What follows belongs to an exercise in optimizing a design on an open flow for small area and a short achievable clock period; a production flow would make more cautious choices.
No driver is modelled on the clock port, so clock power and skew are understated where the tree is cut down; a real chip needs a root buffer or a tree.
No activity file was given, so power comes from the tool's default toggle rates.

## the previous run
// alu
module alu(
             clk_p_i,
             reset_n_i,
             data_a_i,
             data_b_i,
             inst_i,
             data_o
             );
      input           clk_p_i;
      input           reset_n_i;
      input   [7:0]   data_a_i;
      input   [7:0]   data_b_i;
      input   [2:0]   inst_i;
      output reg  [15:0]  data_o;
      reg     [7:0]    data_a_d1_r;
      reg     [7:0]    data_b_d1_r;
      reg     [2:0]    inst_d1_r;
      wire    [7:0]    a = data_a_d1_r;
      wire    [7:0]    b = data_b_d1_r;
      wire             op_sub = (inst_d1_r == 3'b001);
      wire             op_abs = (inst_d1_r == 3'b101);
      wire             inv    = op_sub | (op_abs & a[7]);
      wire    [7:0]    x      = op_abs ? 8'b0 : b;
      wire    [7:0]    y      = a ^ {8{inv}};
      wire    [8:0]    s;
      wire    [8:0]    sc;
      assign sc[0] = inv;
      genvar q2;
      generate for (q2 = 0; q2 < 8; q2 = q2 + 1) begin : g_add
        assign {sc[q2+1], s[q2]} = x[q2] + y[q2] + sc[q2];
      end endgenerate
      assign s[8] = sc[8];
      wire             s8     = x[7] ^ y[7] ^ s[8];
      wire    [15:0]   prod;
      wire bo_0 = b[0] ^ 1'b0;
      wire bt_0 = (b[1] & ~b[0] & ~1'b0) | (~b[1] & b[0] & 1'b0);
      wire bn_0 = b[1];
      wire pp_0_0 = ((bo_0 & a[0]) | (bt_0 & 1'b0)) ^ bn_0;
      wire pp_0_1 = ((bo_0 & a[1]) | (bt_0 & a[0])) ^ bn_0;
  ...
Size: about 870 cells after synthesis, roughly 37 I/O pins.
export LEC_CHECK = 0
export ABC_AREA = 1
export CAP_MARGIN = 20
export CORE_MARGIN = 2
export CORE_UTILIZATION = 40
export CTS_BUF_LIST = sky130_fd_sc_hd__clkbuf_8
export GPL_TIMING_DRIVEN = 0
export SLEW_MARGIN = 20
create_clock -name core_clock -period 30.0 [get_ports {clk_p_i}]
standard.sh (not shown) runs the stock make flow with config.mk's settings and CLKGATE_MAP_FILE= SYNTH_SCRIPT=/design/flow/synth_recipe.tcl, a recipe that flattens the netlist after the stock synthesis.
==> flow/flow/run.sh <==
#!/bin/bash
# Layout flow: the standard ORFS flow (standard.sh) with these changes.
#  1. Synthesis runs ORFS's own synthesis script unchanged, but without the
#     full/half-adder cell map (ADDER_MAP_FILE empty), so that ABC maps the
#     adder logic together with the rest of the logic.
#  2. ABC runs flow/abc_area.script in place of ORFS's area script: the
#     synthesis step uses a copy of ORFS's scripts folder in which only that
#     file is replaced.
#  3. Every port gets a buffer, as in the standard flow, but from
#     flow/buffer_ports.tcl (run before global placement): buf_1 cells on
#     the data inputs and outputs, and buf_4 on the reset input.
#  5. flow/settings.sh may set further ORFS variables for the layout steps
#     (for example a setup slack margin for timing repair).
# Each step's full output goes to a log file in this folder.
set -e
HERE=$(pwd)
rm -rf "$HERE/scripts"
cp -r "$FLOW_HOME/scripts" "$HERE/scripts"
cp "$HERE/flow/abc_area.script" "$HERE/scripts/abc_area.script"
export ADDER_MAP_FILE=
bash standard.sh SCRIPTS_DIR="$HERE/scripts" synth > "$HERE/log_synth.txt" 2>&1
export DONT_BUFFER_PORTS=1
export PRE_GLOBAL_PLACE_TCL="$HERE/flow/buffer_ports.tcl"
export POST_CTS_TCL="$HERE/flow/clock_one_level.tcl"
if [[ -f "$HERE/flow/settings.sh" ]]; then source "$HERE/flow/settings.sh"; fi
bash standard.sh finish > "$HERE/log_finish.txt" 2>&1
Other scripts of this flow, unchanged in this note and not shown: flow/flow/abc_area.script, flow/flow/buffer_ports.tcl, flow/flow/clock_one_level.tcl
What the current run does differently from the previous run at the input level:
-- flow/design.v --
<<< the previous run, line 111
      wire [15:0] mra = {1'b1,m_48,m_46,m_44,m_42,m_40,m_38,m_36,m_34,m_32,m_30,m_28,m_26,m_25,pp_0_1,pp_0_0};
      wire [15:0] mrb = {1'b0,ps_3,m_47,m_45,m_43,m_41,m_39,m_37,m_35,m_33,m_31,m_29,m_27,bn_1,1'b0,bn_0};
      wire [8:0] mc; assign mc[0] = 1'b0;
      genvar q;
      generate for (q = 0; q < 8; q = q + 1) begin : g_fin
        assign {mc[q+1], prod[q]} = mra[q] + mrb[q] + mc[q];
      end endgenerate
      assign prod[15:8] = mra[15:8] + mrb[15:8] + {7'b0, mc[8]};
      wire    [7:0]    rem;
      wire    [9:0]    a1 = {2'b0, a};
      wire    [9:0]    a2 = {1'b0, a, 1'b0};
      wire    [9:0]    a3 = a1 + a2;
      genvar j;
      generate
>>> the current run, line 111
      wire [15:0] mra = {1'b1,m_48,m_46,m_44,m_42,m_40,m_38,m_36,m_34,m_32,m_30,m_28,m_26,m_25,pp_0_1,pp_0_0};
      wire [15:0] mrb = {1'b0,ps_3,m_47,m_45,m_43,m_41,m_39,m_37,m_35,m_33,m_31,m_29,m_27,bn_1,1'b0,bn_0};
      wire [16:0] mc; assign mc[0] = 1'b0;
      genvar q;
      generate for (q = 0; q < 16; q = q + 1) begin : g_fin
        assign {mc[q+1], prod[q]} = mra[q] + mrb[q] + mc[q];
      end endgenerate
      wire    [7:0]    rem;
      wire    [9:0]    a3;
      wire    [8:0]    a3c;
      assign a3[0]  = a[0];
      assign a3c[1] = 1'b0;
      genvar q3;
      generate for (q3 = 1; q3 < 8; q3 = q3 + 1) begin : g_a3
        assign {a3c[q3+1], a3[q3]} = a[q3] + a[q3-1] + a3c[q3];
      end endgenerate
      assign {a3[9], a3[8]} = a[7] + a3c[8];
      wire    [9:0]    a1 = {2'b0, a};
      wire    [9:0]    a2 = {1'b0, a, 1'b0};
      genvar j;
      generate
<<< the previous run, line 133
            assign t = {g_div[j-1].r, b[9-2*j:8-2*j]};
          end
          assign f1 = ~|a1[9:2*j];
          assign f2 = ~|a2[9:2*j];
          assign f3 = ~|a3[9:2*j];
          assign d1 = {1'b0, t} - {1'b0, a1[2*j-1:0]};
          assign d2 = {1'b0, t} - {1'b0, a2[2*j-1:0]};
>>> the current run, line 140
            assign t = {g_div[j-1].r, b[9-2*j:8-2*j]};
          end
          assign f1 = ({2'b0, a}       < (10'd1 << (2*j)));
          assign f2 = ({1'b0, a, 1'b0} < (10'd1 << (2*j)));
          assign f3 = ({2'b0, a} < ((10'd1 << (2*j)) + 10'd2) / 10'd3);
          assign d1 = {1'b0, t} - {1'b0, a1[2*j-1:0]};
          assign d2 = {1'b0, t} - {1'b0, a2[2*j-1:0]};
Findings:
The initial DRC count of the current run is lower than that of the previous run.
Diff the previous run -> the current run: clock power share fell by 1.3 points, routed wire length fell by about 3.5%, sequential fraction of total cell area fell by 0.36 points.
Area of all placed cells without fillers went up by a few percent going from the previous run to the current run.
Worst setup slack: the current run vs the previous run up 0.42 ns
Sum of met3 wire segment lengths after detailed routing (the current run vs. the previous run) decreases by more than 10%
No functional check of the RTL was part of any run of this note.

==> re-timing with driven ports <==
How much do the figures lean on ideal ports? The routed layouts below were timed once more, with nothing changed but the port constraints. Step 1: set_driving_cell puts a clkbuf_16 on clk_p_i and a buf_2 on each other input, an assumption about the parent block. Step 2 moves the port delays by t, midway between the first and last clock arrival at a register: inputs arrive t later, outputs are due t later. That takes back most of the time a late clock gives input paths. a / b / c = ideal / step 1 / step 2; a / b = the first two.
run | t, ns | setup slack, ns | worst setup path at the end
the previous run | 0.200 | 22.941 / 22.941 / 22.941 | register to register
the current run | 0.204 | 23.364 / 23.288 / 23.492 | register to output
After both steps setup and hold are still met in every run listed.
